This design comes from an exercise in tuning for small area on the open sky130 flow, not from production work.
Function was checked by simulation only, so behaviour that the tests miss may differ from the original.
Power figures rest on the tool's default switching activity, not on a simulated workload.

## alu
module alu (
    input wire clk,
    input wire rst,
    input wire enable,
    input wire [7:0] operation,
    input wire [7:0] op1,
    input wire [7:0] op2,
	input wire cpu_carry,
    output wire [7:0] result_l,
    output wire [7:0] result_h,
    output wire carry,
    output wire zero,
    output wire sign
);
Size: roughly 430 cells after synthesis, roughly 3300 µm² of cells after synthesis.
Settings: LEC_CHECK=0, CAP_MARGIN=0, CORE_MARGIN=2, CORE_UTILIZATION=60, CTS_BUF_LIST=sky130_fd_sc_hd__clkbuf_4, CTS_CLUSTER_SIZE=7, GPL_TIMING_DRIVEN=0, SLEW_MARGIN=0; clock period 7.0 ns.
standard.sh (not shown) runs the stock make flow with config.mk's settings and CLKGATE_MAP_FILE= SYNTH_SCRIPT=/design/flow/synth_recipe.tcl, a recipe that flattens the netlist after the stock synthesis.
==> flow/flow/run.sh <==
#!/bin/bash
set -euo pipefail
W=$(pwd)
F=$W/flow
python3 "$F/patch_synth.py" "$FLOW_HOME/scripts/synth.tcl" "$W/cust_core.tcl" \
    "$F/cellmap.v" "$F/area.abc" > "$W/patch_synth.log" 2>&1
sed "s#source \$::env(SCRIPTS_DIR)/synth.tcl#source {$W/cust_core.tcl}#" \
    "$W/synth_recipe.tcl" > "$W/cust_synth.tcl"
grep -q cust_core "$W/cust_synth.tcl"
bash "$W/standard.sh" "SYNTH_SCRIPT=$W/cust_synth.tcl" \
    "BUFFER_PORTS_ARGS=-buffer_cell sky130_fd_sc_hd__buf_1" \
    "CTS_ARGS=-sink_clustering_enable -repair_clock_nets -buf_list sky130_fd_sc_hd__clkbuf_4 -sink_clustering_size 7 -dont_use_dummy_load" finish \
    > "$W/standard.log" 2>&1
==> flow/flow/area.abc <==
strash
&get -n
&deepsyn -T 120
&put
dch -f
map -a
topo
==> flow/flow/cellmap.v <==
(* techmap_celltype = "alu_fa" *)
module _map_alu_fa (input a, input b, input c, output s, output co);
  sky130_fd_sc_hd__fa_1 _TECHMAP_REPLACE_ (.A(a), .B(b), .CIN(c), .SUM(s), .COUT(co));
endmodule
==> flow/flow/patch_synth.py <==
#!/usr/bin/env python3
"""Write a copy of ORFS's synth.tcl with three changes:
 - instances of the design's alu_fa module become the library's fa_1 cell
   (techmap with cellmap.v) before the design is flattened;
 - extract_fa is skipped (the adders are already cells);
 - the final ABC mapping uses the area-oriented script area.abc.
usage: patch_synth.py synth.tcl out.tcl cellmap.v area.abc"""
import sys
src_path, out_path, cellmap, abc = sys.argv[1:5]
src = open(src_path).read()

def sub(old, new):
    global src
    if src.count(old) != 1:
        sys.exit(f"patch_synth: expected one {old!r} in {src_path}")
    src = src.replace(old, new)

a = 'hierarchy -check -top $::env(DESIGN_NAME)\n'
sub(a, a + f'techmap -map {{{cellmap}}}\n')
sub('  extract_fa {*}[dont_use_extract_fa_args]\n', '')
b = '  log_cmd abc {*}$abc_args\n'
sub(b, f'  set abc_args [lreplace $abc_args 1 1 {{{abc}}}]\n' + b)
open(out_path, 'w').write(src)
print("patched", src_path, "->", out_path)
Change:
--- a/flow/flow/run.sh
+++ b/flow/flow/run.sh
@@ -1,0 +2,9 @@
+# Own layout flow: the standard ORFS flow (standard.sh) with two changes.
+#  1. Synthesis is synth_recipe.tcl on a copy of ORFS's synth.tcl that maps the
+#     design's alu_fa full adders straight to the fa_1 cell, skips extract_fa,
+#     and maps the rest with an area-oriented ABC script (area.abc).
+#     Registers, flattening and renaming are as in the standard synthesis.
+#  2. Ports are buffered with buf_1 (BUFFER_PORTS_ARGS) instead of the
+#     default pick; every input and output port still gets its buffer.
+# Each tool's output goes to a log in this folder (ORFS keeps per-step logs
+# under orfs/logs).
@@ -11,2 +20 @@
-    "BUFFER_PORTS_ARGS=-buffer_cell sky130_fd_sc_hd__buf_1" \
-    "CTS_ARGS=-sink_clustering_enable -repair_clock_nets -buf_list sky130_fd_sc_hd__clkbuf_4 -sink_clustering_size 7 -dont_use_dummy_load" finish \
+    "BUFFER_PORTS_ARGS=-buffer_cell sky130_fd_sc_hd__buf_1" finish \
==> flow/flow/area.abc (replaced) <==
strash
dc2
dch -f
map -a
strash
dch -f
map -a
topo
- CORE_UTILIZATION: 60 -> 40
- CTS_BUF_LIST: sky130_fd_sc_hd__clkbuf_4 -> sky130_fd_sc_hd__clkbuf_8
- CTS_CLUSTER_SIZE: 7 -> unset
=>
- worst setup slack improved by 24 ps
- die area came out higher by 49%
- wire length is higher by 8.1%
- power increases by 2.2%
Change:
--- a/flow/flow/run.sh
+++ b/flow/flow/run.sh
@@ -5 +5 @@
-#     and maps the rest with an area-oriented ABC script (area.abc).
+#     and maps the rest with an area-oriented ABC script (area.abc: deepsyn, then area mapping).
==> flow/flow/area.abc (replaced) <==
strash
&get -n
&deepsyn -T 120
&put
dch -f
map -a
topo
- CORE_UTILIZATION: 40 -> 60
- CTS_BUF_LIST: sky130_fd_sc_hd__clkbuf_8 -> sky130_fd_sc_hd__clkbuf_4
- CTS_CLUSTER_SIZE: unset -> 7
Worst setup slack got worse by 12 ps.
Count of clock-buffer cells in the layout does not change.
Sequential cell count does not change.
Die area decreases by a quarter to a third.
Worst hold slack hardly moves.
Change:
- CTS_BUF_LIST: sky130_fd_sc_hd__clkbuf_4 -> sky130_fd_sc_hd__clkbuf_8
- CTS_CLUSTER_SIZE: 7 -> unset
After rerunning:
- The new run produced a clean layout
- setup slack got worse by 81 ps
- via count went up by 1.1%
- total power rose by about 3.7%
- first-iteration DRC count rises by 16%
- routed wire length grows by 0.81%
- critical path depth goes up by 1
- final area rose by 0.84%

* * *

alu again, from the RTL that the note above started with.
==> flow/config.mk <==
export PLATFORM = sky130hd
export DESIGN_NAME = alu
export DESIGN_NICKNAME = alu
export VERILOG_FILES = /design/flow/design.v
export SDC_FILE = /design/flow/constraint.sdc
export NUM_CORES = 4
export LEC_CHECK = 0
export CAP_MARGIN = 20
export CORE_MARGIN = 2
export CORE_UTILIZATION = 40
export CTS_BUF_LIST = sky130_fd_sc_hd__clkbuf_8
export CTS_CLUSTER_DIAMETER = 500
export CTS_CLUSTER_SIZE = 30
export GPL_TIMING_DRIVEN = 0
export SLEW_MARGIN = 20
==> flow/constraint.sdc <==
create_clock -name core_clock -period 7.0 [get_ports {clk}]
set_input_delay 1.4000 -clock core_clock [delete_from_list [all_inputs] [get_ports {clk}]]
set_output_delay 1.4000 -clock core_clock [all_outputs]
set_load 0.01 [all_outputs]
==> flow/flow/run.sh <==
#!/bin/bash
# Own layout flow: the standard ORFS flow (standard.sh) with two changes.
#  1. Synthesis is synth_recipe.tcl on a copy of ORFS's synth.tcl that maps the
#     design's alu_fa full adders straight to the fa_1 cell, skips extract_fa,
#     and maps the rest with an area-oriented ABC script (area.abc).
#     Registers, flattening and renaming are as in the standard synthesis.
#  2. Ports are buffered with buf_1 (BUFFER_PORTS_ARGS) instead of the
#     default pick; every input and output port still gets its buffer.
# Each tool's output goes to a log in this folder (ORFS keeps per-step logs
# under orfs/logs).
set -euo pipefail
W=$(pwd)
F=$W/flow
python3 "$F/patch_synth.py" "$FLOW_HOME/scripts/synth.tcl" "$W/cust_core.tcl" \
    "$F/cellmap.v" "$F/area.abc" > "$W/patch_synth.log" 2>&1
sed "s#source \$::env(SCRIPTS_DIR)/synth.tcl#source {$W/cust_core.tcl}#" \
    "$W/synth_recipe.tcl" > "$W/cust_synth.tcl"
grep -q cust_core "$W/cust_synth.tcl"
bash "$W/standard.sh" "SYNTH_SCRIPT=$W/cust_synth.tcl" \
    "BUFFER_PORTS_ARGS=-buffer_cell sky130_fd_sc_hd__buf_1" finish \
    > "$W/standard.log" 2>&1
==> flow/flow/area.abc <==
strash
dc2
dch -f
map -a
strash
dch -f
map -a
topo
Scripts as last shown in full above: flow/flow/cellmap.v, flow/flow/patch_synth.py
Next try:
--- a/flow/config.mk
+++ b/flow/config.mk
@@ -8 +8 @@
-export CAP_MARGIN = 20
+export CAP_MARGIN = 0
@@ -10 +10 @@
-export CORE_UTILIZATION = 40
+export CORE_UTILIZATION = 60
@@ -12,2 +11,0 @@
-export CTS_CLUSTER_DIAMETER = 500
-export CTS_CLUSTER_SIZE = 30
@@ -15 +13 @@
-export SLEW_MARGIN = 20
+export SLEW_MARGIN = 0
Effect: Count of clock-buffer cells in the layout does not change; die area decreases by 32%; total power rises by 1.3%; design area shrinks by about 2%; worst hold slack loses 0.017 ns; critical path depth is unchanged; setup slack loses 0.082 ns; combinational power climbs by about 4%; routed wire length fell by 7.2%; clock power drops by about 9%.

## what the ideal ports hide
How much do the figures lean on ideal ports? The routed layouts below were timed once more, with nothing changed but the port constraints.
Step 1: set_driving_cell puts a clkbuf_16 on clk and a buf_2 on each other input, an assumption about the parent block.
Step 2 moves the port delays by t, midway between the first and last clock arrival at a register: inputs arrive t later, outputs are due t later. That takes back most of the time a late clock gives input paths.
a / b / c = ideal ports / drivers / drivers and shift; a / b = the first two.
| run | shift t [ns] | setup slack, ns | worst hold slack (ns) | clock arrival spread, ns | pins driven straight from the clock port |
|---|---|---|---|---|---|
| the first run of note 1 | 0.320 | 0.350 / 0.352 / 0.032 | 0.485 / 0.485 / 0.485 | 0.018 / 0.018 | 1 |
| the second run of note 1 | 0.300 | 0.374 / 0.371 / 0.071 | 0.491 / 0.491 / 0.491 | 0.016 / 0.017 | 1 |
| the third run of note 1 | 0.330 | 0.363 / 0.363 / 0.033 | 0.488 / 0.488 / 0.488 | 0.003 / 0.002 | 1 |
| the fourth run of note 1 | 0.283 | 0.281 / 0.285 / 0.002 | 0.480 / 0.480 / 0.480 | 0.004 / 0.003 | 1 |
| the first run of note 2 | 0.294 | 0.341 / 0.347 / 0.053 | 0.493 / 0.493 / 0.493 | 0.014 / 0.013 | 1 |
| the second run of note 2 | 0.283 | 0.259 / 0.262 / -0.022 | 0.476 / 0.476 / 0.476 | 0.006 / 0.007 | 1 |
With both steps, setup timing fails in the second run of note 2, where it was met with ideal ports. The setup slack of the third run of note 1, which loses most, moves by 0.000 ns with the drivers and by -0.330 ns with both steps.
